This design comes from an exercise in tuning for small area and a short achievable clock period on the open sky130 flow, not from production work.
In this exercise RTL edits were held to simulation tests only and were not proved equivalent to the original.
Power and IR drop assume default switching activity.

### design/flow/flow/my_synth.tcl
# The standard synthesis (synth_recipe.tcl), except for ABC: the top module is
# mapped with this flow's area script (MY_ABC_SCRIPT), and the module named in
# MY_FAST_MODULE, if any (kept apart by SYNTH_KEEP_MODULES), with ORFS's own
# speed script and delay target.
proc synth {args} { yosys synth -nofsm -noshare {*}$args }
proc abc {args} {
  set area $args
  set i [lsearch -exact $area -script]
  lset area [expr {$i + 1}] $::env(MY_ABC_SCRIPT)
  set j [lsearch -exact $area -D]
  if {$j >= 0} { set area [lreplace $area $j [expr {$j + 1}]] }
  if {[info exists ::env(MY_FAST_MODULE)] && $::env(MY_FAST_MODULE) ne ""} {
    yosys abc {*}$args $::env(MY_FAST_MODULE)
    yosys abc {*}$area $::env(DESIGN_NAME)
  } else {
    yosys abc {*}$area
  }
}
source $::env(SCRIPTS_DIR)/synth.tcl
# left out here: clear keep_hierarchy, flatten, clean up, hide names made inside functions, write 1_2_yosys.v
### design/flow/flow/area.abc
strash
&get -n
&fraig -x
&put
scorr
dc2
dretime
strash
&get -n
&dch -f
&nf -a
&put
### design/flow/design.v
module MedianFilter#
  (parameter row = 430, col = 554)
  (input            clk,
  input signed[31:0]pixel,
  input       [7:0] data_in_0, data_in_1, data_in_2,
  input       [7:0] data_in_3, data_in_4, data_in_5,
  input       [7:0] data_in_6, data_in_7, data_in_8,
  output            done,
  output reg  [7:0]data_filtered);
  function [1:0] fa;
    input a, b, c;
    fa = {~((~a & ~b) | (~a & ~c) | (~b & ~c)), ~(~a ^ b ^ c)};
  endfunction
  function gek;
    input [17:0] x;
    input [17:0] k;
    integer i;
    reg g;
    begin
      g = 1'b1;
      for (i = 0; i < 18; i = i + 1)
        g = k[i] ? (x[i] & g) : (x[i] | g);
      gek = g;
    end
  endfunction
  function ge8;
    input [7:0] a, b;
    integer i;
    reg g;
    begin
      g = 1'b1;
      for (i = 0; i < 8; i = i + 1)
        g = (a[i] & ~b[i]) | (a[i] & g) | (~b[i] & g);
      ge8 = g;
    end
  endfunction
  function [7:0] med3;
    input [7:0] a, b, c;
    input       mid;
    reg gab, gbc, gac, sa, sb, sc;
    begin
      gab = ge8(a, b);
      gbc = ge8(b, c);
      gac = ge8(a, c);
      sa  = ~mid & (gab ^ gac);
      sb  = mid | ~(gab ^ gbc);
      sc  = ~mid & (gac ^ gbc);
      med3 = ({8{sa}} & a) | ({8{sb}} & b) | ({8{sc}} & c);
    end
  endfunction
  wire [17:0] s = pixel[17:0];
  wire lo18 = ~pixel[31] & ~|pixel[30:18];      
  wire inimg = lo18 & ~gek(s, 18'd238220);      
  wire fl = ~pixel[31] & ~|pixel[30:9] & ~gek({9'd0, pixel[8:0]}, 18'd430);
  wire fr = inimg & gek(s, 18'd237790);
  wire lr = fl | fr;
  wire [1:0] l0 = fa(s[1], s[5], s[9]);
  wire [1:0] l1 = fa(s[13], s[17], s[0]);
  wire [1:0] l2 = fa(s[2], s[6], s[10]);
  wire [1:0] l3 = fa(s[3], s[7], s[11]);
  wire [1:0] l4 = fa(s[4], s[8], s[12]);
  wire [1:0] m0 = fa(l0[0], l1[0], l4[1]);
  wire [1:0] m1 = fa(l2[0], s[14], l0[1]);
  wire [1:0] m2 = fa(l3[0], s[15], l2[1]);
  wire [1:0] m3 = fa(l4[0], s[16], l3[1]);
  wire [1:0] r0 = fa(m0[0], m3[1], 1'b0);
  wire [1:0] r1 = fa(m1[0], m0[1], l1[1]);
  wire [1:0] r2 = fa(m2[0], m1[1], r1[1]);
  wire [1:0] r3 = fa(m3[0], m2[1], r2[1]);
  wire [1:0] u1 = fa(r1[0], r0[1], 1'b0);
  wire [1:0] u2 = fa(r2[0], u1[1], 1'b0);
  wire [1:0] u3 = fa(r3[0], u2[1], 1'b0);
  wire [1:0] u4 = fa(r3[1], u3[1], 1'b0);
  wire [5:0] t5 = {u4[1], u4[0], u3[0], u2[0], u1[0], r0[0]};
  wire z5 = (t5 == 6'd0) | (t5 == 6'd5) | (t5 == 6'd10) | (t5 == 6'd15) |
            (t5 == 6'd20) | (t5 == 6'd25) | (t5 == 6'd30);
  wire [1:0] p0 = fa(s[1], s[15], s[0]);
  wire [1:0] p1 = fa(s[2], s[16], p0[1]);
  wire [1:0] p2 = fa(s[3], s[17], p1[1]);
  wire [1:0] p3 = fa(s[4], 1'b0, p2[1]);
  wire [1:0] p4 = fa(s[5], 1'b0, p3[1]);
  wire [1:0] p5 = fa(s[6], 1'b0, p4[1]);
  wire [1:0] p6 = fa(s[7], 1'b0, p5[1]);
  wire [7:0] x43 = {p6[1], p6[0], p5[0], p4[0], p3[0], p2[0], p1[0], p0[0]};
  wire [1:0] q0 = fa(x43[0], ~s[8], 1'b0);
  wire [1:0] q1 = fa(x43[1], ~s[9], q0[1]);
  wire [1:0] q2 = fa(x43[2], ~s[10], q1[1]);
  wire [1:0] q3 = fa(x43[3], ~s[11], q2[1]);
  wire [1:0] q4 = fa(x43[4], ~s[12], q3[1]);
  wire [1:0] q5 = fa(x43[5], ~s[13], q4[1]);
  wire [1:0] q6 = fa(x43[6], ~s[14], q5[1]);
  wire [1:0] q7 = fa(x43[7], 1'b0, q6[1]);
  wire [8:0] w43 = {q7[1], q7[0], q6[0], q5[0], q4[0], q3[0], q2[0], q1[0], q0[0]};
  wire z43 = (w43 == 9'd41) | (w43 == 9'd84) | (w43 == 9'd127) |
             (w43 == 9'd170) | (w43 == 9'd213) | (w43 == 9'd256);
  wire tb = inimg & z43 & z5;
  wire [7:0] m0r = med3(data_in_0, data_in_1, data_in_2, lr);
  wire [7:0] m1r = med3(data_in_3, data_in_4, data_in_5, lr);
  wire [7:0] m2r = med3(data_in_6, data_in_7, data_in_8, lr);
  always @(posedge clk)
    data_filtered <= med3(m0r, m1r, m2r, tb);
  MedianFilter_done u_done (.pixel(pixel), .done(done));
endmodule
module MedianFilter_done
  (input signed [31:0] pixel,
   output              done);
  wire ge = pixel[17] & pixel[16] & pixel[15] &
            (pixel[14] | pixel[13] & (pixel[12] | pixel[11] | pixel[10] |
             pixel[9] & (pixel[8] | pixel[7] & (pixel[6] | pixel[5] | pixel[4] |
             pixel[3] & (pixel[2] | pixel[1] & pixel[0])))));
  assign done = ~pixel[31] & (|pixel[30:18] | ge);
endmodule
### design/flow/standard.sh
#!/bin/bash
# synth_recipe.tcl (not shown) runs the flow's synth.tcl, then flattens the netlist and writes it again
# the make line also repeats each setting of config.mk as NAME=value (left out here)
make -C /OpenROAD-flow-scripts/flow DESIGN_CONFIG=/design/flow/config.mk WORK_HOME=/design/flow/orfs CLKGATE_MAP_FILE= SYNTH_SCRIPT=/design/flow/synth_recipe.tcl "${@:-finish}"
### design/flow/flow/run.sh
#!/bin/bash
# Layout flow: the standard flow, except that
#  - synthesis maps the logic with an area-oriented ABC script (flow/area.abc);
#    everything else in synthesis, registers included, is as standard.sh synth does it;
#  - the helper module MedianFilter_done (the done output) is mapped for speed
#    with ORFS's own speed script, apart from the rest;
#  - the port buffers are the smallest buffer, sky130_fd_sc_hd__buf_1.
# Each tool's output goes to a log file of its own in this folder.
set -euo pipefail
W=$PWD
R=$W/orfs/results/$FLOW_PLATFORM/MedianFilter/base

# 1. The standard synthesis, kept for reference.
bash standard.sh synth > 1_standard_synth.log 2>&1
cp $R/1_2_yosys.v $W/standard_1_2_yosys.v

# 2. The same synthesis with the area ABC script; it replaces 1_2_yosys.v.
MY_ABC_SCRIPT=$W/flow/area.abc MY_FAST_MODULE=MedianFilter_done SYNTH_KEEP_MODULES=MedianFilter_done make -C $FLOW_HOME DESIGN_CONFIG=$W/config.mk \
  WORK_HOME=$W/orfs CLKGATE_MAP_FILE= SYNTH_SCRIPT=$W/flow/my_synth.tcl \
  do-yosys > 2_area_synth.log 2>&1
cp $W/orfs/logs/$FLOW_PLATFORM/MedianFilter/base/1_2_yosys.log $W/2_area_synth_yosys.log

# The registers must be the standard synthesis's: same names, same cells.
regs() { grep -E '^\s*sky130_fd_sc_hd__(df|ed|sd)[a-z0-9_]*\s' "$1" | awk '{print $1, $2}' | sort; }
if ! diff <(regs $W/standard_1_2_yosys.v) <(regs $R/1_2_yosys.v) > 3_register_check.log 2>&1; then
  echo "register mismatch" >> 3_register_check.log
  exit 1
fi

# 3. The rest of the standard flow, from 1_synth.odb to the final DEF.
BUFFER_PORTS_ARGS="-buffer_cell sky130_fd_sc_hd__buf_1" bash standard.sh finish > 4_layout.log 2>&1
### design/flow/config.mk
export PLATFORM = sky130hd
export DESIGN_NAME = MedianFilter
export DESIGN_NICKNAME = MedianFilter
export VERILOG_FILES = /design/flow/design.v
export SDC_FILE = /design/flow/constraint.sdc
export NUM_CORES = 4
export LEC_CHECK = 0
export CAP_MARGIN = 20
export CORE_MARGIN = 2
export CORE_UTILIZATION = 40
export CTS_BUF_LIST = sky130_fd_sc_hd__clkbuf_2
export SLEW_MARGIN = 20
### design/flow/constraint.sdc
create_clock -name core_clock -period 33.0 [get_ports {clk}]
set_input_delay 6.6000 -clock core_clock [delete_from_list [all_inputs] [get_ports {clk}]]
set_output_delay 6.6000 -clock core_clock [all_outputs]
set_load 0.01 [all_outputs]
==> results.py, run 1 <==
metrics = {
    "clock_network": {
        "cts.sinks": 8,
        "post_cts_resized": 0,
        "cts_setup_buffers": 0,
        "ctsRootBufferMaster": "clkbuf_2",
        "cts_max_path_buffers": 2,
        "cts-htree-levels": 1,
        "cts_tree": "yes",
        "holdBufCountCts": 0,
        "cts_buffers": 3,
        "clkTransAtPathRegs_ps": 70,
    },
    "cells_and_area": {
        "layout_common_cells": "buf_1 (113), clkinv_1 (73), o22ai_1 (33)",
        "layout_commonest_cell": "buf_1",
        "top_register": "data_filtered",
        "num_antenna_cells": 0,
        "finalNetCount": 642,
        "final_layout_size_suffix_gt1_share_pct": 1.59,
        "largest_register_ffs": 8,
        "reg.largest.list": "data_filtered (8)",
        "area.growth.synth_to_final_pct": 20.1,
    },
    "timing": {
        "drv_slew": 0,
        "setup_ws_ps": 18730,
        "max_freq_ghz": 0.0701,
        "setup_violations": 0,
        "slew_headroom_pct": 39.6,
        "worst_pin_slew_ps": 906,
        "fin_hold_ws_ps": 6930,
        "fin_setup_tns_ps": 0,
        "final.min_clock_period_ps": 14270,
        "post-route-period-util_pct": 43.2,
        "rsz0062_at_grt": "false",
        "hold_viol_final": 0,
    },
    "power_and_ir_drop": {
        "power_density_mw_per_mm2": 43.1,
        "leakage_nw": 1.13,
        "irDropWorstVdd_mv": 0.0217,
        "total_power_uw": 150,
    },
    "status": {
        "status": "finished clean",
    },
    "setup_path": {
        "cp-end-kind": "primary output",
        "crit_arrival_ps": 7670,
        "critical_path_class": "in -> out",
        "required_ps": 26400,
        "cp_common_cell": "buf_1",
        "cp_max_fo": 7,
        "cp-start-kind": "input port",
        "slowest_delay_ps": 280,
        "worstPathCellList": "buf_1, nor4_2, o211ai_1, a311oi_1, nor3_1, buf_1",
        "slowest_stage": "nor4_2",
    },
    "synth": {
        "synth.cell_area_mm2": 0.00290,
        "avgSynthCellArea_um2": 7.54,
        "synth_edf_count": 0,
        "yosysSeqAreaShare_pct": 5.51,
        "syn-num-nets": 522,
        "synth.distinct_cells": 47,
        "synth_ff_type": "dfxtp_1",
        "synth_cells": 385,
        "async_reset_ff_share_pct": 0,
        "yosys_register_bits": 8,
        "yosys_warnings": 1,
    },
    "grt": {
        "grt_max_degree": 20,
        "track_usage_pct": 22.0,
        "overflow": 0,
        "grt_pass1_wl_um": 14400,
        "grt_pass1_vias": 3225,
        "antenna_found_initial": 0,
    },
    "routing": {
        "antenna_left": 0,
        "viasPerCell": 5.96,
        "vias": 3587,
        "drt_first_pass_iters": 6,
        "wire_per_inst_um": 14.8,
        "drtIter0Drc": 200,
        "route.detailed.drc": 0,
        "drt-total-wl_um": 8910,
    },
    "floorplan": {
        "coreArea_mm2": 0.00714,
        "start_util_pct": 40.7,
        "num_io_pins": 114,
        "dieArea_mm2": 0.00796,
        "num_rows": 31,
        "die_y_um": 89.2,
        "die_w_um": 89.2,
    },
    "place": {
        "pre_cts_slack_ps": 18730,
        "hpwl_um": 7640,
        "port_buffers": 113,
        "place.gp.congestion": 0.881,
    },
    "worst_hold_path": {
        "hold_path.class": "in -> reg",
    },
    "job": {
        "max_cap_viol_count": 0,
    },
}
## worst max-delay path: cells and delay by family
family,cells,cell delay (ps)
compound gates,2,380
simple gates,2,360
buf+inv,2,320
## per-module statistics from Yosys, one instance, submodules excluded
module             times used  flip-flops and latches
MedianFilter                1                       8
MedianFilter_done           1                       0
## Yosys cell counts (2+ instances only)
master | count | area share, %
o22ai_1 | 33 | 7.1
a31oi_1 | 6 | 1.3
fa_1 | 21 | 14
a221oi_1 | 12 | 3.6
nor3_1 | 13 | 2.2
ha_1 | 11 | 4.7
dfxtp_1 | 8 | 5.5
a2bb2oi_1 | 2 | 0.60
nor2_1 | 8 | 1.0
nand2b_1 | 23 | 5.0
a222oi_1 | 22 | 7.6
a2111oi_0 | 2 | 0.60
o22a_1 | 2 | 0.60
o21bai_1 | 5 | 1.3
a311o_1 | 2 | 0.69
nor4_1 | 7 | 1.5
o2bb2ai_1 | 2 | 0.60
and2_0 | 6 | 1.3
xnor2_1 | 4 | 1.2
o21ai_0 | 12 | 2.1
a221o_1 | 18 | 6.2
a21boi_0 | 2 | 0.52
or3_1 | 2 | 0.43
o221ai_1 | 3 | 0.90
nor2b_1 | 17 | 3.7
clkinv_1 | 73 | 9.4
nand2_1 | 12 | 1.6
nand3_1 | 2 | 0.34
xor2_1 | 9 | 2.7
a21oi_1 | 14 | 2.4
o2111ai_1 | 2 | 0.60
a22oi_1 | 15 | 3.9
## worst paths after layout
| kind | start | endpoint | depth (start not counted) |
|---|---|---|---|
| min | data_in_0[4] | data_filtered[4]$_DFF_P_ | 4 |
| max | pixel[6] | done | 6 |
## where the power goes
| part | leakage [nW] | switching, mW | internal [mW] |
|---|---|---|---|
| Sequential | 0.0673 | 0.00105 | 0.0152 |
| Combinational | 1.05 | 0.0748 | 0.0538 |
| Clock | 0.0125 | 0.00302 | 0.00248 |
## metal layers
metal / vias up / GRT usage (%) / share of wire, % / wire length [µm]
li1: 1767 / - / - / -
met1: 1685 / 30.9 / 44 / 3920
met2: 135 / 38.7 / 50 / 4420
met3: 0 / 1.20 / 6.5 / 576
met4: 0 / 2.17 / 0 / 0
met5: - / 0 / 0 / 0
## metrics by stage
stage | instances | util [%] | instance area, µm²
2_1_floorplan | 385 | - | 2900
3_3_place_gp | 599 | 48.7 | 3470
3_5_place_dp | 599 | 48.7 | 3470
4_1_cts | 602 | 48.9 | 3490
5_1_grt | 602 | 48.9 | 3490
6_report | 602 | 48.9 | 3490
## cell families after synthesis
kind of cell	share of synthesized area (%)
buffers and inverters	9.56
and+or+nand+nor	18.8
xor gates and xnor gates	3.92
adders and majority gates	19.2
DFF	5.51
muxes	0.345
AOI/OAI and AO/OA	42.7
## final cells by class
class / count / area (µm²)
Timing Repair Buffer: 115 / 439
Tap cell: 99 / 124
Inverter: 74 / 278
Fill cell: 768 / 3650
Multi-Input combinational cell: 303 / 2470
Sequential cell: 8 / 160
Clock buffer: 3 / 15.0
==> run 2: changes to the inputs <==
--- a/design/flow/design.v
+++ b/design/flow/design.v
@@ -56,41 +56,37 @@
   wire lr = fl | fr;
-  wire [1:0] l0 = fa(s[1], s[5], s[9]);
-  wire [1:0] l1 = fa(s[13], s[17], s[0]);
-  wire [1:0] l2 = fa(s[2], s[6], s[10]);
-  wire [1:0] l3 = fa(s[3], s[7], s[11]);
-  wire [1:0] l4 = fa(s[4], s[8], s[12]);
-  wire [1:0] m0 = fa(l0[0], l1[0], l4[1]);
-  wire [1:0] m1 = fa(l2[0], s[14], l0[1]);
-  wire [1:0] m2 = fa(l3[0], s[15], l2[1]);
-  wire [1:0] m3 = fa(l4[0], s[16], l3[1]);
-  wire [1:0] r0 = fa(m0[0], m3[1], 1'b0);
-  wire [1:0] r1 = fa(m1[0], m0[1], l1[1]);
-  wire [1:0] r2 = fa(m2[0], m1[1], r1[1]);
-  wire [1:0] r3 = fa(m3[0], m2[1], r2[1]);
-  wire [1:0] u1 = fa(r1[0], r0[1], 1'b0);
-  wire [1:0] u2 = fa(r2[0], u1[1], 1'b0);
-  wire [1:0] u3 = fa(r3[0], u2[1], 1'b0);
-  wire [1:0] u4 = fa(r3[1], u3[1], 1'b0);
-  wire [5:0] t5 = {u4[1], u4[0], u3[0], u2[0], u1[0], r0[0]};
-  wire z5 = (t5 == 6'd0) | (t5 == 6'd5) | (t5 == 6'd10) | (t5 == 6'd15) |
-            (t5 == 6'd20) | (t5 == 6'd25) | (t5 == 6'd30);
-  wire [1:0] p0 = fa(s[1], s[15], s[0]);
-  wire [1:0] p1 = fa(s[2], s[16], p0[1]);
-  wire [1:0] p2 = fa(s[3], s[17], p1[1]);
-  wire [1:0] p3 = fa(s[4], 1'b0, p2[1]);
-  wire [1:0] p4 = fa(s[5], 1'b0, p3[1]);
-  wire [1:0] p5 = fa(s[6], 1'b0, p4[1]);
-  wire [1:0] p6 = fa(s[7], 1'b0, p5[1]);
-  wire [7:0] x43 = {p6[1], p6[0], p5[0], p4[0], p3[0], p2[0], p1[0], p0[0]};
-  wire [1:0] q0 = fa(x43[0], ~s[8], 1'b0);
-  wire [1:0] q1 = fa(x43[1], ~s[9], q0[1]);
-  wire [1:0] q2 = fa(x43[2], ~s[10], q1[1]);
-  wire [1:0] q3 = fa(x43[3], ~s[11], q2[1]);
-  wire [1:0] q4 = fa(x43[4], ~s[12], q3[1]);
-  wire [1:0] q5 = fa(x43[5], ~s[13], q4[1]);
-  wire [1:0] q6 = fa(x43[6], ~s[14], q5[1]);
-  wire [1:0] q7 = fa(x43[7], 1'b0, q6[1]);
-  wire [8:0] w43 = {q7[1], q7[0], q6[0], q5[0], q4[0], q3[0], q2[0], q1[0], q0[0]};
-  wire z43 = (w43 == 9'd41) | (w43 == 9'd84) | (w43 == 9'd127) |
-             (w43 == 9'd170) | (w43 == 9'd213) | (w43 == 9'd256);
+  wire [1:0] l0 = fa(s[1], s[5], s[9]);        
+  wire [1:0] l1 = fa(s[13], s[17], s[0]);      
+  wire [1:0] l2 = fa(s[2], s[6], s[10]);       
+  wire [1:0] l3 = fa(s[3], s[7], s[11]);       
+  wire [1:0] l4 = fa(s[4], s[8], s[12]);       
+  wire [1:0] m0 = fa(l0[0], l1[0], l4[1]);     
+  wire [1:0] m1 = fa(l2[0], s[14], l0[1]);     
+  wire [1:0] m2 = fa(l3[0], s[15], l2[1]);     
+  wire [1:0] m3 = fa(l4[0], s[16], l3[1]);     
+  wire [1:0] n1 = fa(m1[0], l1[1], m0[1]);     
+  wire [1:0] n2 = fa(m2[0], m1[1], n1[1]);     
+  wire [1:0] n3 = fa(m3[0], m2[1], n2[1]);     
+  wire [1:0] n0 = fa(m0[0], m3[1], n3[1]);     
+  wire z5 = (~n3[0] & ~n2[0] & ~n1[0] & ~n0[1] & ~n0[0]) |
+             (~n3[0] & ~n2[0] & n1[0] & n0[1] & n0[0]) |
+             (~n3[0] & n2[0] & ~n1[0] & ~n0[1] & n0[0]) |
+             (n3[0] & ~n2[0] & ~n1[0] & n0[1] & ~n0[0]) |
+             (n3[0] & ~n2[0] & n1[0] & ~n0[1] & ~n0[0]) |
+             (n3[0] & n2[0] & ~n1[0] & n0[1] & n0[0]) |
+             (n3[0] & n2[0] & n1[0] & ~n0[1] & n0[0]);
+  wire [1:0] f0 = fa(s[1], ~s[8], s[15]);      
+  wire [1:0] f1 = fa(s[2], ~s[9], s[16]);      
+  wire [1:0] f2 = fa(s[3], ~s[10], s[17]);     
+  wire [1:0] g3 = fa(s[4], ~s[11], f2[1]);     
+  wire [1:0] g4 = fa(s[5], ~s[12], g3[1]);     
+  wire [1:0] g5 = fa(s[6], ~s[13], g4[1]);     
+  wire [1:0] g6 = fa(s[7], ~s[14], g5[1]);     
+  wire [1:0] h0 = fa(f0[0], s[0], ~g6[1]);     
+  wire [1:0] h1 = fa(f1[0], f0[1], h0[1]);     
+  wire [1:0] h2 = fa(f2[0], f1[1], h1[1]);     
+  wire z43 = (~g6[0] & g5[0] & ~g4[0] & ~g3[0] & h2[1] & ~h2[0] & h1[0] & ~h0[0]) |
+              (~g6[0] & g5[0] & ~g4[0] & g3[0] & ~h2[1] & ~h2[0] & h1[0] & ~h0[0]) |
+              (g6[0] & ~g5[0] & ~g4[0] & g3[0] & h2[1] & h2[0] & ~h1[0] & h0[0]) |
+              (g6[0] & ~g5[0] & g4[0] & ~g3[0] & ~h2[1] & h2[0] & ~h1[0] & h0[0]) |
+              (g6[0] & g5[0] & g4[0] & g3[0] & h2[1] & ~h2[0] & ~h1[0] & ~h0[0]);
   wire tb = inimg & z43 & z5;
==> design/flow/flow/area.abc (replaced) <==
strash
&get -n
&fraig -x
&put
scorr
dc2
dretime
strash
&get -n
&st
&syn3
&dch -f
&nf -a -R 1000 -E 100
&put
==> run 2 against run 1 <==
Net effect:
- clock power is 14% higher
- global-route usage shrank 0.63 points
- area after synthesis fell by 8.7%
- final cell count down 8.3%
- sequential power rose by 2%
- first-iteration DRC count is 9.5% lower
- setup slack better by 15 ps
- count of clock-buffer cells in the layout stayed put
- critical path depth did not move
- critical endpoint unchanged
==> results.py, run 2 <==
metrics = {
    "status": {
        "status": "finished clean",
    },
    "synth": {
        "synth_most_common_cell": "clkinv_1",
        "synth-simple-area-share_pct": 15.4,
        "yosysTopAreaCell": "fa_1",
        "yosys_warnings": 1,
        "yosys_register_bits": 8,
        "synth.top_cells.by_count": "clkinv_1 (66), maj3_1 (33), nand2_1 (29), a222oi_1 (26), nor2_1 (25)",
        "synth-xor-area-share_pct": 3.96,
        "synthAdderAreaFrac_pct": 29.8,
        "synth_edf_count": 0,
        "synthMuxAreaShare_pct": 0,
        "synth_cells": 358,
        "synth.cell_area_mm2": 0.00265,
        "synth_top_family_by_area": "compound AO/OA/AOI/OAI gates",
        "synth.area.top_cells": "fa_1 (17%), maj3_1 (12%), a222oi_1 (9.8%)",
        "syn-num-nets": 486,
        "yosysSeqAreaShare_pct": 6.04,
        "synth_ff_type": "dfxtp_1",
        "async_reset_ff_share_pct": 0,
        "synth.distinct_cells": 36,
        "yosysTopAreaCellShare_pct": 17.4,
        "synth-compound-area-share_pct": 35.3,
        "avgSynthCellArea_um2": 7.41,
    },
    "setup_path": {
        "cp_max_fo": 5,
        "critical_path_class": "in -> out",
        "slowest_stage": "nor4_2",
        "cp-start-kind": "input port",
        "cp.depth": 6,
        "crit_path_start": "pixel[6]",
        "cp-end-kind": "primary output",
        "slowest_delay_ps": 280,
        "worstPathCellList": "buf_1, nor4_2, o211ai_1, a311oi_1, nor3_1, buf_1",
        "critPathCapture": "done",
        "required_ps": 26400,
        "critPathBufInv": 2,
        "crit_arrival_ps": 7650,
        "crit_family": "compound AO/OA/AOI/OAI gates",
        "cp_common_cell": "buf_1",
    },
    "clock_network": {
        "clkTransAtPathRegs_ps": 90,
        "cts_setup_buffers": 0,
        "cts_tree": "yes",
        "cts.sinks": 8,
        "cts_buffers": 3,
        "cts_max_path_buffers": 2,
        "ctsRootBufferMaster": "clkbuf_2",
        "holdBufCountCts": 0,
        "post_cts_resized": 0,
        "cts-htree-levels": 1,
    },
    "worst_hold_path": {
        "hold_path.class": "in -> reg",
    },
    "grt": {
        "track_usage_pct": 21.4,
        "grt_pass1_vias": 2978,
        "overflow": 0,
        "antenna_found_initial": 0,
        "grt_max_degree": 10,
        "grt_pass1_wl_um": 13000,
    },
    "timing": {
        "setup_violations": 0,
        "final.min_clock_period_ps": 14250,
        "hold_viol_final": 0,
        "setup_ws_ps": 18750,
        "slew_headroom_pct": 42.8,
        "max_freq_ghz": 0.0702,
        "drv_slew": 0,
        "fin_setup_tns_ps": 0,
        "rsz0062_at_grt": "false",
        "worst_pin_slew_ps": 849,
        "post-route-period-util_pct": 43.2,
    },
    "floorplan": {
        "coreArea_mm2": 0.00639,
        "die_y_um": 85.4,
        "start_util_pct": 41.5,
        "num_rows": 29,
        "num_io_pins": 114,
        "die_w_um": 85.4,
        "dieArea_mm2": 0.00730,
    },
    "job": {
        "max_cap_viol_count": 0,
    },
    "cells_and_area": {
        "top_register": "data_filtered",
        "layout_common_cells": "buf_1 (113), clkinv_1 (66), maj3_1 (33)",
        "largest_register_ffs": 8,
        "final_layout_size_suffix_gt1_share_pct": 1.26,
        "fin_area_mm2": 0.00320,
        "reg.largest.list": "data_filtered (8)",
        "layout_commonest_cell": "buf_1",
        "multiInputGateArea_mm2": 0.00224,
        "area.growth.synth_to_final_pct": 20.5,
        "finalNetCount": 605,
        "seqCellArea_um2": 160,
        "n_fill_cell": 650,
        "num_antenna_cells": 0,
    },
    "power_and_ir_drop": {
        "irDropWorstVdd_mv": 0.0207,
        "power_density_mw_per_mm2": 40.7,
        "leakage_nw": 0.999,
    },
    "routing": {
        "drt_first_pass_iters": 6,
        "drtIter0Drc": 181,
        "viasPerCell": 5.81,
        "route.detailed.drc": 0,
        "vias": 3209,
        "wire_per_inst_um": 14.1,
        "drt-total-wl_um": 7790,
        "antenna_left": 0,
    },
    "place": {
        "dpl_cell_area_mm2": 0.00318,
        "hpwl_um": 6920,
        "pre_cts_slack_ps": 18750,
        "place.gp.congestion": 0.845,
        "port_buffers": 113,
    },
}
run 2: how the worst min path moves through the flow:
| stage | to | startpoint | slack [ps] | cells past startpoint |
|---|---|---|---|---|
| finish | data_filtered[0]$_DFF_P_ | data_in_7[0] | 6790 | 3 |
| global route | data_filtered[0]$_DFF_P_ | data_in_7[0] | 6860 | 3 |
| CTS | data_filtered[0]$_DFF_P_ | data_in_7[0] | 6790 | 3 |
| detailed placement | data_filtered[7] | data_filtered[7]$_DFF_P_ | 7000 | 1 |
| global placement | data_filtered[6] | data_filtered[6]$_DFF_P_ | 7000 | 1 |
| floorplan | data_filtered[0]$_DFF_P_ | data_in_7[0] | 6850 | 2 |
run 2: layout make-up:
type	instances	area share, %
multi-input combinational	283	70.1
timing repair buffer	114	13.5
inverter	67	7.87
sequential	8	5.01
tap	77	3.01
clock buffer	3	0.470
run 2: metrics by stage:
stage / hold WS [ps] / instances / util (%) / power [mW]
5_1_grt: 6860 / 552 / 50.0 / 0.145
2_1_floorplan: 6850 / 358 / - / 0.0932
3_5_place_dp: 7000 / 549 / 49.8 / 0.124
6_report: 6790 / 552 / 50.0 / 0.130
4_1_cts: 6790 / 552 / 50.0 / 0.130
3_3_place_gp: 7000 / 549 / 49.8 / 0.123
run 2: kinds of logic after synthesis:
family                     count (synthesis)
AOI/OAI and AO/OA                        128
xor gates and xnor gates                  12
adders and majority gates                 56
buffers and inverters                     67
DFF                                        8
and+or+nand+nor                           87
run 2: Yosys stat by module, one instance, submodules excluded:
module             cell area, µm²  cells  flip-flops and latches
MedianFilter_done            95.1     15                       0
MedianFilter                 2560    343                       8
run 2: metal layers:
metal | track usage, % | vias to the layer above | share of wire, %
li1 | - | 1613 | -
met4 | 2.16 | 0 | 0.58
met1 | 25.9 | 1463 | 42
met5 | 0 | - | 0
met2 | 40.8 | 127 | 51
met3 | 3.31 | 6 | 6.7
run 2: worst min-delay path: cells and delay by family:
kind	cells	cell delay, ps
AOI/OAI and AO/OA	2	300
buffers and inverters	1	100
run 2: where the power goes:
group | switching (mW) | total [mW] | internal (mW)
clock | 0.00377 | 0.00625 | 0.00248
sequential | 0.00157 | 0.0166 | 0.0151
combinational | 0.0640 | 0.107 | 0.0432
total | 0.0693 | 0.130 | 0.0608
==> run 3: changes to the inputs <==
--- a/design/flow/config.mk
+++ b/design/flow/config.mk
@@ -9,3 +9,3 @@
 export CORE_MARGIN = 2
-export CORE_UTILIZATION = 40
+export CORE_UTILIZATION = 65
 export CTS_BUF_LIST = sky130_fd_sc_hd__clkbuf_2
==> run 3 against run 2 <==
Net effect:
- critical path type unchanged
- sequential share of layout area is 0.054 points higher
- worst hold slack better by 16 ps
- routed wire length increased by 0.27%
- maximum frequency about the same
- first-iteration DRC count rose to 2.8 times the previous value
- global-route usage grew 12 points
- clock power fell by 3%
- still clean
- largest cell class unchanged
- critical path depth stayed put
==> results.py, run 3 <==
metrics = {
    "synth": {
        "yosysTopAreaCell": "fa_1",
        "yosys_register_bits": 8,
        "synth.area.top_cells": "fa_1 (17%), maj3_1 (12%), a222oi_1 (9.8%)",
        "yosysSeqAreaShare_pct": 6.04,
        "async_reset_ff_share_pct": 0,
        "synth_ff_type": "dfxtp_1",
        "yosys_warnings": 1,
        "synth_cells": 358,
        "synth_edf_count": 0,
        "synth.top_cells.by_count": "clkinv_1 (66), maj3_1 (33), nand2_1 (29), a222oi_1 (26), nor2_1 (25)",
        "avgSynthCellArea_um2": 7.41,
        "syn-num-nets": 486,
        "synth.distinct_cells": 36,
        "synth_most_common_cell": "clkinv_1",
        "synth.cell_area_mm2": 0.00265,
        "yosysTopAreaCellShare_pct": 17.4,
    },
    "timing": {
        "hold_viol_final": 0,
        "setup_ws_ps": 18740,
        "drv_slew": 0,
        "max_freq_ghz": 0.0701,
        "post-route-period-util_pct": 43.2,
        "slew_headroom_pct": 31.2,
        "rsz0062_at_grt": "false",
        "setup_violations": 0,
        "final.min_clock_period_ps": 14260,
        "fin_setup_tns_ps": 0,
        "worst_pin_slew_ps": 1020,
    },
    "clock_network": {
        "holdBufCountCts": 0,
        "post_cts_resized": 0,
        "cts.sinks": 8,
        "cts_max_path_buffers": 2,
        "cts_setup_buffers": 0,
        "ctsRootBufferMaster": "clkbuf_2",
        "clkTransAtPathRegs_ps": 90,
        "cts-htree-levels": 1,
        "cts_buffers": 3,
        "cts_tree": "yes",
    },
    "cells_and_area": {
        "layout_common_cells": "buf_1 (113), clkinv_1 (66), maj3_1 (33)",
        "finalNetCount": 605,
        "final_layout_size_suffix_gt1_share_pct": 1.26,
        "layout_commonest_cell": "buf_1",
        "multiInputGateArea_mm2": 0.00224,
        "area.growth.synth_to_final_pct": 19.2,
        "seqCellArea_um2": 160,
        "reg.largest.list": "data_filtered (8)",
        "num_antenna_cells": 0,
        "n_fill_cell": 305,
        "largest_register_ffs": 8,
        "top_register": "data_filtered",
    },
    "grt": {
        "grtUsageMet3_pct": 5.59,
        "top_usage_layer": "met2",
        "antenna_found_initial": 0,
        "grt_max_degree": 10,
        "track_usage_pct": 33.4,
        "grt_pass1_vias": 2819,
        "overflow": 0,
        "grt_util_met2_pct": 60.2,
        "grtUsageMet1_pct": 41.8,
        "grt_pass1_wl_um": 12000,
    },
    "routing": {
        "wire_per_inst_um": 14.9,
        "route.detailed.drc": 0,
        "antenna_left": 0,
        "vias": 3346,
        "drt_first_pass_iters": 8,
        "viasPerCell": 6.37,
        "drt-total-wl_um": 7810,
        "drtIter0Drc": 501,
    },
    "place": {
        "hpwl_um": 6680,
        "place.gp.congestion": 0.953,
        "port_buffers": 113,
        "pre_cts_slack_ps": 18730,
    },
    "power_and_ir_drop": {
        "irDropWorstVdd_mv": 0.0491,
        "leakage_nw": 0.999,
        "power_density_mw_per_mm2": 41.2,
    },
    "floorplan": {
        "die_y_um": 67.9,
        "coreArea_mm2": 0.00397,
        "die_w_um": 67.9,
        "start_util_pct": 66.8,
        "dieArea_mm2": 0.00461,
        "num_io_pins": 114,
        "num_rows": 23,
    },
    "setup_path": {
        "cp_max_fo": 5,
        "required_ps": 26400,
        "cp-end-kind": "primary output",
        "cp-start-kind": "input port",
        "critical_path_class": "in -> out",
        "crit_path_start": "pixel[6]",
        "crit_arrival_ps": 7660,
    },
    "worst_hold_path": {
        "min_path_cells": 3,
        "hold_path.class": "in -> reg",
        "whs_endpoint": "data_filtered[5]$_DFF_P_",
        "min-delay-start": "data_in_7[5]",
    },
    "job": {
        "max_cap_viol_count": 0,
    },
    "status": {
        "status": "finished clean",
    },
}
[run 3: per-module statistics from Yosys, one instance, submodules excluded]
module | cell area (µm²) | flops+latches | copies in the design | cells
MedianFilter_done | 95.1 | 0 | 1 | 15
MedianFilter | 2560 | 8 | 1 | 343
[run 3: power by group]
| part | leakage [nW] | switching, mW | internal [mW] |
|---|---|---|---|
| logic | 0.920 | 0.0641 | 0.0434 |
| clock network | 0.0125 | 0.00358 | 0.00248 |
| registers | 0.0673 | 0.00162 | 0.0151 |
[run 3: worst max path at each step]
stage / end / slack (ps) / cells after the start
after floorplan: done / 19090 / 4
after CTS: done / 18730 / 6
after global placement: done / 18770 / 6
after detailed placement: done / 18730 / 6
final: done / 18740 / 6
after global routing: done / 18610 / 6
[run 3: layer usage]
layer	up-vias	share of wire [%]
li1	1620	-
met1	1526	40
met2	180	50
met3	20	8.3
met4	0	1.4
met5	-	0
[run 3: critical path: stages]
cell and delay, ps:
buf_1 160, nor4_2 270, o211ai_1 130, a311oi_1 280, nor3_1 90, buf_1 130
[run 3: per-stage QoR]
stage | std cells | util, % | hold WS [ps] | total power, mW | area (µm²)
global placement | 522 | 79.2 | 6990 | 0.119 | 3150
finish | 525 | 79.6 | 6810 | 0.130 | 3160
global route | 525 | 79.6 | 6840 | 0.144 | 3160
CTS | 525 | 79.6 | 6810 | 0.129 | 3160
floorplan | 358 | - | 6850 | 0.0932 | 2650
detailed placement | 522 | 79.2 | 6990 | 0.122 | 3150
[run 3: cells by family (layout without fill, tap and decap cells)]
| group | after synthesis | count (layout) | synth area share (%) |
|---|---|---|---|
| flops | 8 | 8 | 6.04 |
| fa+ha+maj | 56 | 56 | 29.8 |
| xor+xnor | 12 | 12 | 3.96 |
| simple gates | 87 | 87 | 15.4 |
| buf+inv | 67 | 184 | 9.48 |
| compound gates | 128 | 128 | 35.3 |
[run 3: cell type report]
cell class              instances  area share [%]
multi-input cells             283            70.9
clock buffers                   3           0.475
well taps                      50            1.98
flip-flops and latches          8            5.07
inverters                      67            7.95
repair buffers                114            13.7
==> run 4: changes to the inputs <==
--- a/design/flow/flow/run.sh
+++ b/design/flow/flow/run.sh
@@ -6,2 +6,4 @@
 #    with ORFS's own speed script, apart from the rest;
+#  - after synthesis, full adders are flipped where that saves inverters
+#    (flow/fa_polarity.py), kept only if Yosys proves the result equivalent;
 #  - the port buffers are the smallest buffer, sky130_fd_sc_hd__buf_1.
@@ -29,3 +31,19 @@
 
+# 2b. Full-adder polarity (a full adder is self-dual), checked by a SAT proof.
+YOSYS=$FLOW_HOME/../tools/install/yosys/bin/yosys
+[[ -x $YOSYS ]] || YOSYS=yosys
+cp $R/1_2_yosys.v $W/area_1_2_yosys.v
+if python3 $W/flow/fa_polarity.py $W/area_1_2_yosys.v $W/pol_1_2_yosys.v > 4_fa_polarity.log 2>&1; then
+  sed -e "s#@LIB@#$FLOW_HOME/platforms/$FLOW_PLATFORM/lib/sky130_fd_sc_hd__tt_025C_1v80.lib#" \
+      -e "s#@GOLD@#$W/area_1_2_yosys.v#" -e "s#@GATE@#$W/pol_1_2_yosys.v#" \
+      $W/flow/equiv.ys.in > $W/equiv.ys
+  if $YOSYS -s $W/equiv.ys > 5_fa_polarity_equiv.log 2>&1; then
+    cp $W/pol_1_2_yosys.v $R/1_2_yosys.v
+    echo "fa_polarity: netlist replaced" >> 4_fa_polarity.log
+  else
+    echo "fa_polarity: not proven, netlist kept" >> 4_fa_polarity.log
+  fi
+fi
+
 # 3. The rest of the standard flow, from 1_synth.odb to the final DEF.
-BUFFER_PORTS_ARGS="-buffer_cell sky130_fd_sc_hd__buf_1" bash standard.sh finish > 4_layout.log 2>&1
+SETUP_SLACK_MARGIN=19.5 BUFFER_PORTS_ARGS="-buffer_cell sky130_fd_sc_hd__buf_1" bash standard.sh finish > 6_layout.log 2>&1
==> design/flow/flow/area.abc (replaced) <==
strash
&get -n
&fraig -x
&put
scorr
dc2
dretime
strash
&get -n
&st
&syn3
&dch -f
&nf -a -R 1000 -E 100
&st
&syn3
&dch -f
&nf -a -R 1000 -E 100
&put
==> design/flow/flow/equiv.ys.in (new file) <==
read_liberty -ignore_miss_func @LIB@
read_verilog @GOLD@
rename MedianFilter gold
read_verilog @GATE@
rename MedianFilter gate
flatten
proc
miter -equiv -flatten -make_assert -ignore_gold_x gold gate miter
hierarchy -top miter
flatten
opt -fast
sat -verify -prove-asserts -tempinduct -set-init-undef -seq 1 miter
==> design/flow/flow/fa_polarity.py (new file) <==
"""Flip full adders in a mapped netlist to save inverters.

A full adder is self-dual: fa(~a, ~b, ~c) = ~fa(a, b, c). So an adder cell
may be given the complements of its inputs if its outputs' consumers are
given the complements of its outputs; the cell itself does not change. This
script picks, for the sky130 fa cells of a flat Yosys netlist, the set to
treat that way that needs the fewest inverters, rewires the nets around
them and their inverters accordingly, and writes the netlist back. Nets that
reach a port through inverters are left alone.
usage: fa_polarity.py in.v out.v
"""
import re, sys, random

INV_NEW = "sky130_fd_sc_hd__clkinv_1"
OUT_PINS = {"X", "Y", "Q", "Q_N", "COUT", "SUM", "HI", "LO"}


def is_inv(t):
    return "__inv_" in t or "__clkinv_" in t


def main(src, dst):
    text = open(src).read()
    m = re.search(r"\bmodule\b.*?;", text, re.S)
    head_end = m.end()
    end = text.rindex("endmodule")
    body = text[head_end:end]
    stmts = [s.strip() for s in body.split(";")]
    decls, cells = [], []
    oports, iports = set(), set()
    for s in stmts:
        if not s:
            continue
        mm = re.match(r"(sky130_fd_sc_hd__\w+)\s+(\\\S+|\S+)\s*\((.*)\)\s*$", s, re.S)
        if mm:
            pins = {p: n.strip() for p, n in re.findall(r"\.(\w+)\(([^()]*)\)", mm.group(3))}
            cells.append([mm.group(1), mm.group(2), pins])
            continue
        if s.startswith("assign"):
            sys.exit("fa_polarity: assign statements are not handled")
        decls.append(s)
        dm = re.match(r"(input|output|inout)\s*(\[(\d+):(\d+)\])?\s*(\S+)$", s)
        if dm:
            names = [dm.group(5)] if not dm.group(2) else [
                "%s[%d]" % (dm.group(5), i)
                for i in range(min(int(dm.group(3)), int(dm.group(4))),
                               max(int(dm.group(3)), int(dm.group(4))) + 1)]
            (oports if dm.group(1) == "output" else iports).update(names)
            if dm.group(2):
                (oports if dm.group(1) == "output" else iports).add(dm.group(5))
    drv, cons = {}, {}
    for i, (t, nm, pins) in enumerate(cells):
        for p, n in pins.items():
            if p in OUT_PINS:
                drv[n] = (i, p)
            else:
                cons.setdefault(n, []).append((i, p))
    def root(n):
        par = 0
        seen = 0
        while n in drv and is_inv(cells[drv[n][0]][0]) and seen < 50:
            n = cells[drv[n][0]][2]["A"]
            par ^= 1
            seen += 1
        return n, par
    fas = [i for i, c in enumerate(cells) if "__fa_" in c[0]]
    fidx = {c: k for k, c in enumerate(fas)}
    # every net, grouped by root
    nets = set(drv) | set(cons)
    byroot = {}
    for n in nets:
        r, par = root(n)
        byroot.setdefault(r, []).append((n, par))
    roots = []
    for r, members in byroot.items():
        touches_fa = (r in drv and drv[r][0] in fidx) or any(
            cells[i][0].find("__fa_") >= 0 for n, _ in members for i, _ in cons.get(n, []))
        if not touches_fa:
            continue
        if any(n in oports for n, _ in members) or r in oports:
            continue
        if re.match(r"1'b[01]$", r):
            continue
        reqs = []
        for n, par in members:
            for i, p in cons.get(n, []):
                if is_inv(cells[i][0]):
                    continue
                reqs.append((i, p, par, fidx.get(i)))
        prov = fidx[drv[r][0]] if r in drv and drv[r][0] in fidx else None
        invs = [drv[n][0] for n, par in members if n in drv and is_inv(cells[drv[n][0]][0])]
        roots.append((r, reqs, prov, invs))
    if not fas or not roots:
        open(dst, "w").write(text)
        print("fa_polarity: nothing to do")
        return
    def cost(f):
        c = 0
        for r, reqs, prov, invs in roots:
            pv = f[prov] if prov is not None else 0
            for i, p, par, fa in reqs:
                if par ^ pv ^ (f[fa] if fa is not None else 0):
                    c += 1
                    break
        return c
    n = len(fas)
    zero = [0] * n
    base = cost(zero)
    now = sum(len(set(x[3])) for x in roots)
    best, bestc = zero[:], base
    rnd = random.Random(7)
    for restart in range(200):
        f = zero[:] if restart == 0 else [rnd.randint(0, 1) for _ in range(n)]
        c = cost(f)
        improved = True
        while improved:
            improved = False
            for i in range(n):
                f[i] ^= 1
                c2 = cost(f)
                if c2 < c:
                    c, improved = c2, True
                else:
                    f[i] ^= 1
        if c < bestc:
            best, bestc = f[:], c
    print("fa_polarity: %d adders, inverters on adder nets %d (%d if merged), %d after flipping %d"
          % (n, now, base, bestc, sum(best)))
    if bestc >= now:
        open(dst, "w").write(text)
        return
    # rewire
    dead = set()
    newcells = []
    newwires = []
    k = 0
    for r, reqs, prov, invs in roots:
        dead.update(invs)
        pv = best[prov] if prov is not None else 0
        neg = None
        for i, p, par, fa in reqs:
            need = par ^ pv ^ (best[fa] if fa is not None else 0)
            if need:
                if neg is None:
                    neg = "_fapol%d_" % k
                    newwires.append(neg)
                    newcells.append([INV_NEW, "_fapol_inv%d_" % k, {"A": r, "Y": neg}])
                    k += 1
                cells[i][2][p] = neg
            else:
                cells[i][2][p] = r
    out = [text[:head_end], "\n"]
    for d in decls:
        out.append("  %s;\n" % d)
    for w in newwires:
        out.append("  wire %s;\n" % w)
    for i, (t, nm, pins) in enumerate(cells + newcells):
        if i in dead:
            continue
        pl = ",\n".join("    .%s(%s)" % (p, v) for p, v in pins.items())
        out.append("  %s %s (\n%s\n  );\n" % (t, nm, pl))
    out.append("endmodule\n")
    open(dst, "w").write("".join(out))

main(sys.argv[1], sys.argv[2])
--- a/design/flow/config.mk
+++ b/design/flow/config.mk
@@ -9,3 +9,3 @@
 export CORE_MARGIN = 2
-export CORE_UTILIZATION = 65
+export CORE_UTILIZATION = 40
 export CTS_BUF_LIST = sky130_fd_sc_hd__clkbuf_2
==> run 4 against run 3 <==
Net effect:
- maximum frequency is 0.60% higher
- routed wire length is 1.2% lower
- setup slack better by 85 ps
- synthesized cell count is 5.0% lower
- largest cell class unchanged
==> results.py, run 4 <==
metrics = {
    "place": {
        "place.gp.congestion": 0.866,
        "hpwl_um": 6730,
        "dpl_cell_area_mm2": 0.00312,
        "port_buffers": 113,
    },
    "setup_path": {
        "worstPathCellList": "buf_1, nor4_1, nand4_1, a311oi_1, nor3_1, buf_2",
        "crit_arrival_ps": 7570,
        "slowest_delay_ps": 280,
        "required_ps": 26400,
        "cp-start-kind": "input port",
        "crit_path_start": "pixel[19]",
        "cp_max_fo": 2,
        "slowest_stage": "nor4_1",
        "critPathCapture": "done",
        "cp-end-kind": "primary output",
        "critical_path_class": "in -> out",
    },
    "synth": {
        "synth_cells": 340,
        "avgSynthCellArea_um2": 7.63,
        "syn-num-nets": 468,
        "synth.cell_area_mm2": 0.00259,
        "yosys_warnings": 1,
    },
    "cells_and_area": {
        "finalNetCount": 589,
        "multiInputGateArea_mm2": 0.00223,
        "num_antenna_cells": 0,
        "top_register": "data_filtered",
        "largest_register_ffs": 8,
        "area.growth.synth_to_final_pct": 23.6,
        "seqCellArea_um2": 160,
        "n_fill_cell": 638,
        "reg.largest.list": "data_filtered (8)",
        "fin_area_mm2": 0.00321,
        "layout_common_cells": "buf_1 (105), clkinv_1 (63), maj3_1 (30)",
        "layout_commonest_cell": "buf_1",
        "final_layout_size_suffix_gt1_share_pct": 4.14,
    },
    "worst_hold_path": {
        "min-delay-start": "data_in_5[1]",
        "hold_path.class": "in -> reg",
    },
    "timing": {
        "hold_viol_final": 0,
        "max_freq_ghz": 0.0705,
        "post-route-period-util_pct": 43.0,
        "setup_violations": 0,
        "worst_pin_slew_ps": 977,
        "fin_setup_tns_ps": 0,
        "final.min_clock_period_ps": 14170,
        "drv_slew": 0,
        "rsz0062_at_grt": "true",
        "slew_headroom_pct": 34.5,
    },
    "routing": {
        "drtIter0Drc": 216,
        "route.met3.wl_um": 400,
        "vias": 3192,
        "drt_first_pass_iters": 5,
        "antenna_left": 0,
        "viasPerCell": 5.96,
        "drt-total-wl_um": 7710,
        "wl_met1_um": 3740,
        "route.detailed.drc": 0,
        "wire_per_inst_um": 14.4,
        "top_layer": "met4",
        "routed-wl-met2_um": 3530,
    },
    "floorplan": {
        "coreArea_mm2": 0.00631,
        "num_rows": 29,
        "die_y_um": 84.5,
        "dieArea_mm2": 0.00715,
        "die_w_um": 84.5,
        "start_util_pct": 41.1,
        "num_io_pins": 114,
    },
    "clock_network": {
        "cts.sinks": 8,
        "holdBufCountCts": 0,
        "cts_tree": "yes",
        "ctsRootBufferMaster": "clkbuf_2",
        "cts_max_path_buffers": 2,
        "cts-htree-levels": 1,
        "clkTransAtPathRegs_ps": 70,
        "cts_buffers": 3,
    },
    "power_and_ir_drop": {
        "total_power_uw": 132,
        "leakage_nw": 0.993,
        "irDropWorstVdd_mv": 0.0213,
        "power_density_mw_per_mm2": 41.2,
    },
    "grt": {
        "antenna_found_initial": 0,
        "overflow": 0,
        "grt_pass1_wl_um": 13000,
        "track_usage_pct": 21.2,
        "grt_pass1_vias": 2941,
        "grt_max_degree": 10,
    },
    "job": {
        "max_cap_viol_count": 0,
    },
    "status": {
        "status": "finished clean",
    },
}
==> run 4: layout make-up <==
class / count / share of cell area, %
Multi-Input combinational cell: 269 / 69.4
Timing Repair Buffer: 116 / 14.7
Inverter: 63 / 7.37
Sequential cell: 8 / 4.99
Tap cell: 77 / 3.00
Clock buffer: 3 / 0.468
==> run 4: worst min path at each step <==
stage | cells after the start | to | slack [ps]
floorplan | 2 | data_filtered[0]$_DFF_P_ | 6830
global placement | 1 | data_filtered[4] | 7000
global route | 3 | data_filtered[5]$_DFF_P_ | 6910
CTS | 3 | data_filtered[0]$_DFF_P_ | 6820
finish | 5 | data_filtered[1]$_DFF_P_ | 6890
detailed placement | 1 | data_filtered[0] | 7000
==> run 4: worst max-delay path: cells and delay by family <==
kind	cells	cell delay [ps]
and+or+nand+nor	3	520
AOI/OAI and AO/OA	1	230
buffers and inverters	2	230
==> run 4: power by group <==
part / internal, mW / total, mW / switching, mW
logic: 0.0451 / 0.110 / 0.0649
registers: 0.0151 / 0.0165 / 0.00144
clock network: 0.00248 / 0.00542 / 0.00295
==> run 4: what timing repair did <==
action	in CTS	in global routing
buffers inserted	0	2
endpoints found under the setup margin	1	9
pin swaps	6	7
resized for setup	13	6
==> run 4: through the flow <==
stage	hold WS (ps)	worst slack (ps)	std cells	utilization, %
6_report	6890	18830	536	50.8
5_1_grt	6910	18720	536	50.8
4_1_cts	6820	18830	534	50.2
3_5_place_dp	7000	18740	531	49.5
3_3_place_gp	7000	18770	531	49.5
2_1_floorplan	6830	19090	340	-
==> run 4: per-layer routing <==
| layer | track usage, % | vias to the layer above |
|---|---|---|
| li1 | - | 1592 |
| met1 | 30.6 | 1488 |
| met2 | 35.8 | 108 |
| met3 | 1.08 | 4 |
| met4 | 3.32 | 0 |
| met5 | 0 | - |
==> run 5: changes to the inputs <==
--- a/design/flow/flow/run.sh
+++ b/design/flow/flow/run.sh
@@ -48,2 +48,2 @@
 # 3. The rest of the standard flow, from 1_synth.odb to the final DEF.
-SETUP_SLACK_MARGIN=19.5 BUFFER_PORTS_ARGS="-buffer_cell sky130_fd_sc_hd__buf_1" bash standard.sh finish > 6_layout.log 2>&1
+BUFFER_PORTS_ARGS="-buffer_cell sky130_fd_sc_hd__buf_1" bash standard.sh finish > 6_layout.log 2>&1
==> design/flow/flow/area.abc (replaced) <==
strash
&get -n
&fraig -x
&put
scorr
dc2
dretime
strash
&get -n
&st
&syn3
&dch -f
&nf -a -R 1000 -E 100
&put
==> run 5 against run 4 <==
Net effect:
- still clean on timing, DRC and antenna
- non-clock buffer count shrank 1
- final cell count rose by 1.7%
- combinational power is 5% lower
- critical path type unchanged
- critical endpoint unchanged
- highest routed layer unchanged
==> results.py, run 5 <==
metrics = {
    "clock_network": {
        "holdBufCountCts": 0,
        "cts-htree-levels": 1,
        "cts_max_path_buffers": 2,
        "post_cts_resized": 0,
        "clkTransAtPathRegs_ps": 80,
        "cts.sinks": 8,
        "ctsRootBufferMaster": "clkbuf_2",
        "cts_tree": "yes",
        "cts_setup_buffers": 0,
        "cts_buffers": 3,
    },
    "cells_and_area": {
        "finalNetCount": 598,
        "reg.largest.list": "data_filtered (8)",
        "final_core_util_pct": 50.0,
        "largest_register_ffs": 8,
        "layout_common_cells": "buf_1 (113), clkinv_1 (59), maj3_1 (33)",
        "layout_commonest_cell": "buf_1",
        "area.growth.synth_to_final_pct": 21.0,
        "n_fill_cell": 652,
        "final_layout_size_suffix_gt1_share_pct": 1.50,
        "num_antenna_cells": 0,
        "fin_area_mm2": 0.00317,
        "top_register": "data_filtered",
    },
    "setup_path": {
        "critPathBufInv": 2,
        "crit_family": "compound AO/OA/AOI/OAI gates",
        "cp_common_cell": "buf_1",
        "cp-end-kind": "primary output",
        "crit_path_start": "pixel[6]",
        "required_ps": 26400,
        "worstPathCellList": "buf_1, nor4_2, o211ai_1, a311oi_1, nor3_1, buf_1",
        "critPathCapture": "done",
        "critical_path_class": "in -> out",
        "cp_max_fo": 5,
        "slowest_delay_ps": 270,
        "cp.depth": 6,
        "cp-start-kind": "input port",
        "crit_arrival_ps": 7620,
        "slowest_stage": "nor4_2",
    },
    "grt": {
        "grt_pass1_vias": 2987,
        "track_usage_pct": 21.8,
        "overflow": 0,
        "grt_pass1_wl_um": 13400,
        "antenna_found_initial": 0,
        "grt_max_degree": 10,
    },
    "floorplan": {
        "die_w_um": 85.0,
        "num_io_pins": 114,
        "dieArea_mm2": 0.00722,
        "num_rows": 29,
        "coreArea_mm2": 0.00635,
        "start_util_pct": 41.3,
        "die_y_um": 85.0,
    },
    "timing": {
        "setup_violations": 0,
        "slew_headroom_pct": 43.8,
        "max_freq_ghz": 0.0703,
        "final.min_clock_period_ps": 14220,
        "hold_viol_final": 0,
        "worst_pin_slew_ps": 843,
        "post-route-period-util_pct": 43.1,
        "rsz0062_at_grt": "false",
        "setup_ws_ps": 18780,
        "fin_setup_tns_ps": 0,
        "drv_slew": 0,
    },
    "place": {
        "port_buffers": 113,
        "hpwl_um": 6770,
        "place.gp.congestion": 0.875,
        "pre_cts_slack_ps": 18760,
        "dpl_cell_area_mm2": 0.00316,
    },
    "job": {
        "max_cap_viol_count": 0,
    },
    "power_and_ir_drop": {
        "irDropWorstVdd_mv": 0.0312,
        "power_density_mw_per_mm2": 40.5,
        "leakage_nw": 0.988,
        "total_power_uw": 128,
    },
    "routing": {
        "drtIter0Drc": 331,
        "antenna_left": 0,
        "route.detailed.drc": 0,
        "viasPerCell": 5.91,
        "drt-total-wl_um": 7710,
        "vias": 3221,
        "wire_per_inst_um": 14.2,
        "drt_first_pass_iters": 8,
    },
    "synth": {
        "synth.cell_area_mm2": 0.00262,
        "yosys_warnings": 1,
        "syn-num-nets": 478,
        "avgSynthCellArea_um2": 7.49,
        "synth_cells": 350,
    },
    "worst_hold_path": {
        "hold_path.class": "in -> reg",
        "min-delay-start": "data_in_7[0]",
    },
    "status": {
        "status": "finished clean",
    },
}
run 5: worst min-delay path by stage:
stage                                     endpoint  slack, ps  depth (start not counted)
after floorplan           data_filtered[0]$_DFF_P_       6850                          2
after global placement            data_filtered[1]       6990                          1
after detailed placement          data_filtered[0]       6990                          1
after CTS                 data_filtered[0]$_DFF_P_       6780                          3
after global routing      data_filtered[0]$_DFF_P_       6820                          3
final                     data_filtered[0]$_DFF_P_       6800                          3
run 5: metrics by stage:
stage | cells | hold slack, ps
6_report | 545 | 6800
5_1_grt | 545 | 6820
4_1_cts | 545 | 6780
3_5_place_dp | 542 | 6990
3_3_place_gp | 542 | 6990
2_1_floorplan | 350 | 6850
run 5: metal layers:
metal / share of wire, % / global-route usage, % / vias to the layer above
met1: 45 / 30.3 / 1479
li1: - / - / 1596
met4: 1.2 / 1.88 / 0
met2: 46 / 36.9 / 129
met3: 7.1 / 3.79 / 17
met5: 0 / 0 / -
run 5: power by group:
group / switching, mW / total [mW] / internal (mW)
Sequential: 0.00178 / 0.0169 / 0.0151
Combinational: 0.0619 / 0.105 / 0.0434
Clock: 0.00372 / 0.00619 / 0.00248
Total: 0.0674 / 0.128 / 0.0609
run 5: final cells by class:
cell class	instances	area, µm²	area share, %
sequential	8	160	5.05
multi-input combinational	283	2240	70.6
tap	77	96.3	3.04
inverter	59	221	6.98
clock buffer	3	15.0	0.473
timing repair buffer	115	439	13.8
==> run 6: changes to the inputs <==
==> design/flow/flow/area.abc (replaced) <==
strash
&get -n
&fraig -x
&put
scorr
dc2
dretime
strash
&get -n
&st
&syn3
&dch -f
&nf -a -R 1000 -E 100
&st
&syn3
&dch -f
&nf -a -R 1000 -E 100
&put
==> run 6 against run 5 <==
Net effect:
- clock power shrank 11%
- combinational power about the same
- still clean on timing, DRC and antenna
- routed wire length down 1.6%
==> results.py, run 6 <==
metrics = {
    "timing": {
        "drv_slew": 0,
        "final.min_clock_period_ps": 14290,
        "setup_ws_ps": 18710,
        "fin_setup_tns_ps": 0,
        "post-route-period-util_pct": 43.3,
        "setup_violations": 0,
        "worst_pin_slew_ps": 992,
        "rsz0062_at_grt": "false",
        "max_freq_ghz": 0.0700,
        "slew_headroom_pct": 33.4,
        "hold_viol_final": 0,
    },
    "cells_and_area": {
        "layout_common_cells": "buf_1 (113), clkinv_1 (63), maj3_1 (30)",
        "fin_area_mm2": 0.00314,
        "final_core_util_pct": 49.7,
        "final_layout_size_suffix_gt1_share_pct": 1.31,
        "num_antenna_cells": 0,
        "fin_cells": 534,
        "top_register": "data_filtered",
        "largest_register_ffs": 8,
        "finalNetCount": 587,
        "area.growth.synth_to_final_pct": 20.9,
        "layout_commonest_cell": "buf_1",
        "reg.largest.list": "data_filtered (8)",
    },
    "synth": {
        "synth_cells": 340,
        "syn-num-nets": 468,
        "synth.cell_area_mm2": 0.00259,
        "avgSynthCellArea_um2": 7.63,
        "yosys_warnings": 1,
    },
    "routing": {
        "wire_per_inst_um": 14.2,
        "drtIter0Drc": 220,
        "drt_first_pass_iters": 5,
        "route.detailed.drc": 0,
        "viasPerCell": 5.96,
        "vias": 3182,
        "drt-total-wl_um": 7590,
        "antenna_left": 0,
    },
    "floorplan": {
        "num_rows": 29,
        "num_io_pins": 114,
        "die_y_um": 84.5,
        "dieArea_mm2": 0.00715,
        "die_w_um": 84.5,
        "coreArea_mm2": 0.00631,
        "start_util_pct": 41.1,
    },
    "setup_path": {
        "slowest_delay_ps": 250,
        "critical_path_class": "in -> out",
        "slowest_stage": "buf_1",
        "required_ps": 26400,
        "cp_common_cell": "buf_1",
        "crit_arrival_ps": 7690,
        "crit_family": "buffers and inverters",
        "critPathBufInv": 3,
        "worstPathCellList": "buf_1, clkinv_1, o211ai_1, a311oi_1, nor3_1, buf_1",
        "cp-end-kind": "primary output",
        "cp-start-kind": "input port",
        "cp_max_fo": 5,
    },
    "grt": {
        "grt_pass1_vias": 2968,
        "grt_max_degree": 11,
        "antenna_found_initial": 0,
        "overflow": 0,
        "track_usage_pct": 21.4,
        "grt_pass1_wl_um": 13100,
    },
    "clock_network": {
        "holdBufCountCts": 0,
        "cts.sinks": 8,
        "cts_setup_buffers": 0,
        "post_cts_resized": 0,
        "cts_buffers": 3,
        "cts-htree-levels": 1,
        "clkTransAtPathRegs_ps": 70,
        "ctsRootBufferMaster": "clkbuf_2",
        "cts_tree": "yes",
        "cts_max_path_buffers": 2,
    },
    "place": {
        "place.gp.congestion": 0.861,
        "dp.cells": 531,
        "dpl_cell_area_mm2": 0.00312,
        "pre_cts_slack_ps": 18720,
        "hpwl_um": 6740,
        "port_buffers": 113,
    },
    "worst_hold_path": {
        "hold_path.class": "in -> reg",
    },
    "status": {
        "status": "finished clean",
    },
    "power_and_ir_drop": {
        "power_density_mw_per_mm2": 41.3,
        "leakage_nw": 0.950,
        "irDropWorstVdd_mv": 0.0288,
    },
    "job": {
        "max_cap_viol_count": 0,
    },
}
## run 6: final timing paths
kind	start	to	cells after the start
worst max-delay path	pixel[3]	done	6
worst min-delay path	data_in_7[0]	data_filtered[0]$_DFF_P_	3
## run 6: cell type report
cell class | count | area (µm²)
Fill cell | 684 | 3180
Clock buffer | 3 | 15.0
Multi-Input combinational cell | 269 | 2200
Timing Repair Buffer | 114 | 432
Sequential cell | 8 | 160
Inverter | 63 | 236
Tap cell | 77 | 96.3
## run 6: per-layer routing
layer	up-vias	share of wire, %	wire length [µm]	GRT usage, %
li1	1593	-	-	-
met1	1490	48	3680	31.6
met2	93	45	3450	34.5
met3	6	5.4	408	1.57
met5	-	0	0	0
met4	0	0.70	53	4.18
## run 6: power by group
part	switching, mW	internal (mW)
logic	0.0639	0.0438
clock network	0.00300	0.00248
registers	0.00130	0.0151
## run 6: through the flow
stage	power, mW	hold slack [ps]
after detailed placement	0.123	7000
after global placement	0.122	7000
after CTS	0.130	6780
final	0.129	6800
after floorplan	0.0931	6830
after global routing	0.145	6840
==> run 7: changes to the inputs <==
--- a/design/flow/config.mk
+++ b/design/flow/config.mk
@@ -11,2 +11,3 @@
 export CTS_BUF_LIST = sky130_fd_sc_hd__clkbuf_2
+export GPL_TIMING_DRIVEN = 0
 export SLEW_MARGIN = 20
==> run 7 against run 6 <==
Net effect:
- core utilization is 0.059 points lower
- non-clock buffer count is 1 lower
- critical path depth stayed put
- cell area is 0.12% lower
- largest power group unchanged
- die area stayed put
- still clean on timing, DRC and antenna
==> results.py, run 7 <==
metrics = {
    "status": {
        "status": "finished clean",
    },
    "cells_and_area": {
        "layout_commonest_cell": "buf_1",
        "fin_cells": 533,
        "reg.largest.list": "data_filtered (8)",
        "fin_area_mm2": 0.00313,
        "area.growth.synth_to_final_pct": 20.8,
        "largest_register_ffs": 8,
        "num_antenna_cells": 0,
        "top_register": "data_filtered",
        "final_layout_size_suffix_gt1_share_pct": 1.32,
        "layout_common_cells": "buf_1 (113), clkinv_1 (63), maj3_1 (30)",
        "finalNetCount": 586,
        "n_fill_cell": 692,
        "final_core_util_pct": 49.6,
    },
    "floorplan": {
        "die_w_um": 84.5,
        "coreArea_mm2": 0.00631,
        "die_y_um": 84.5,
        "num_rows": 29,
        "num_io_pins": 114,
        "dieArea_mm2": 0.00715,
        "start_util_pct": 41.1,
    },
    "grt": {
        "grt_pass1_wl_um": 13100,
        "grt_pass1_vias": 2870,
        "antenna_found_initial": 0,
        "grt_max_degree": 16,
        "track_usage_pct": 21.4,
        "overflow": 0,
    },
    "routing": {
        "drtIter0Drc": 232,
        "wire_per_inst_um": 14.7,
        "vias": 3197,
        "antenna_left": 0,
        "drt-total-wl_um": 7840,
        "top_layer": "met4",
        "viasPerCell": 6.00,
        "wl_met1_um": 3780,
        "route.met3.wl_um": 430,
        "route.detailed.drc": 0,
        "routed-wl-met2_um": 3570,
        "drt_first_pass_iters": 5,
    },
    "synth": {
        "yosys_warnings": 1,
        "avgSynthCellArea_um2": 7.63,
        "synth_cells": 340,
        "syn-num-nets": 468,
        "synth.cell_area_mm2": 0.00259,
    },
    "clock_network": {
        "post_cts_resized": 0,
        "cts_max_path_buffers": 2,
        "clkTransAtPathRegs_ps": 70,
        "cts_buffers": 3,
        "cts-htree-levels": 1,
        "cts.sinks": 8,
        "ctsRootBufferMaster": "clkbuf_2",
        "cts_setup_buffers": 0,
        "cts_tree": "yes",
        "holdBufCountCts": 0,
    },
    "timing": {
        "worst_pin_slew_ps": 1020,
        "rsz0062_at_grt": "false",
        "hold_viol_final": 0,
        "drv_slew": 0,
        "post-route-period-util_pct": 43.4,
        "final.min_clock_period_ps": 14330,
        "fin_setup_tns_ps": 0,
        "max_freq_ghz": 0.0698,
        "slew_headroom_pct": 31.3,
        "setup_violations": 0,
    },
    "power_and_ir_drop": {
        "power_density_mw_per_mm2": 41.4,
        "total_power_uw": 130,
        "irDropWorstVdd_mv": 0.0286,
        "leakage_nw": 0.944,
    },
    "place": {
        "port_buffers": 113,
        "place.gp.congestion": 0.908,
        "dpl_cell_area_mm2": 0.00312,
        "dp.cells": 530,
        "hpwl_um": 6820,
    },
    "worst_hold_path": {
        "hold_path.class": "in -> reg",
    },
    "setup_path": {
        "crit_arrival_ps": 7730,
        "cp_max_fo": 5,
        "cp-start-kind": "input port",
        "cp-end-kind": "primary output",
        "required_ps": 26400,
        "critical_path_class": "in -> out",
    },
    "job": {
        "max_cap_viol_count": 0,
    },
}
run 7: report_power, final:
part	internal, mW	total, mW	switching, mW
logic	0.0439	0.108	0.0642
registers	0.0150	0.0161	0.00110
clock network	0.00247	0.00536	0.00289
total	0.0615	0.130	0.0682
run 7: per-layer routing:
layer / track usage (%) / vias up
met5: 0 / -
met4: 5.19 / 0
met3: 0.983 / 6
met2: 33.9 / 121
met1: 32.0 / 1488
li1: - / 1582
run 7: critical path, cell delays in order:
cell and delay (ps):
buf_1 240, clkinv_1 200, o211ai_1 200, a311oi_1 110, nor3_1 200, buf_1 180
run 7: final cells by class:
class                   count  area, µm²  share of cell area (%)
multi-input cells         269       2200                    70.3
repair buffers            113        424                    13.5
inverters                  63        236                    7.54
flip-flops and latches      8        160                    5.11
well taps                  77       96.3                    3.07
clock buffers               3       15.0                   0.479
run 7: final timing paths:
path         start                        to  cells past startpoint
min   data_in_7[0]  data_filtered[0]$_DFF_P_                      3
max       pixel[3]                      done                      6
run 7: per-stage QoR:
stage | setup slack (ps) | hold WS [ps]
floorplan | 19090 | 6830
global placement | 18740 | 7000
detailed placement | 18720 | 7000
CTS | 18710 | 6790
global route | 18590 | 6890
finish | 18670 | 6810

port drivers added, routing unchanged:
The flow's constraints put no driver on any port. The routed layouts listed below were extracted and timed again, unchanged, in two steps. Step 1 assumes that a clkbuf_16 drives the clock port and a buf_2 every other input. Step 2 moves the port delays by t, midway between the first and last clock arrival at a register: inputs arrive t later, outputs are due t later. That takes back most of the time a late clock gives input paths. Three values: no drivers, after step 1, after step 2; two values: the first two.
| run | t (ns) | setup WS [ns] | hold WS [ns] | slew at the worst register clock pin (ns) |
|---|---|---|---|---|
| run 1 | 0.241 | 18.734 / 18.715 / 18.715 | 6.934 / 6.939 / 7.011 | 0.07 / 0.07 |
| run 2 | 0.262 | 18.750 / 18.728 / 18.728 | 6.794 / 6.793 / 7.029 | 0.09 / 0.09 |
| run 3 | 0.257 | 18.740 / 18.715 / 18.715 | 6.809 / 6.813 / 7.018 | 0.09 / 0.09 |
| run 4 | 0.239 | 18.826 / 18.804 / 18.804 | 6.894 / 6.901 / 7.016 | 0.07 / 0.07 |
| run 5 | 0.267 | 18.784 / 18.764 / 18.764 | 6.796 / 6.799 / 7.023 | 0.08 / 0.08 |
| run 6 | 0.244 | 18.705 / 18.684 / 18.684 | 6.796 / 6.807 / 7.022 | 0.07 / 0.07 |
| run 7 | 0.240 | 18.672 / 18.650 / 18.650 | 6.811 / 6.821 / 7.019 | 0.07 / 0.07 |
After both steps every run listed still meets setup and hold. For run 3, which loses most, drivers alone change the setup slack by -0.025 ns; drivers and shift together by -0.025 ns.
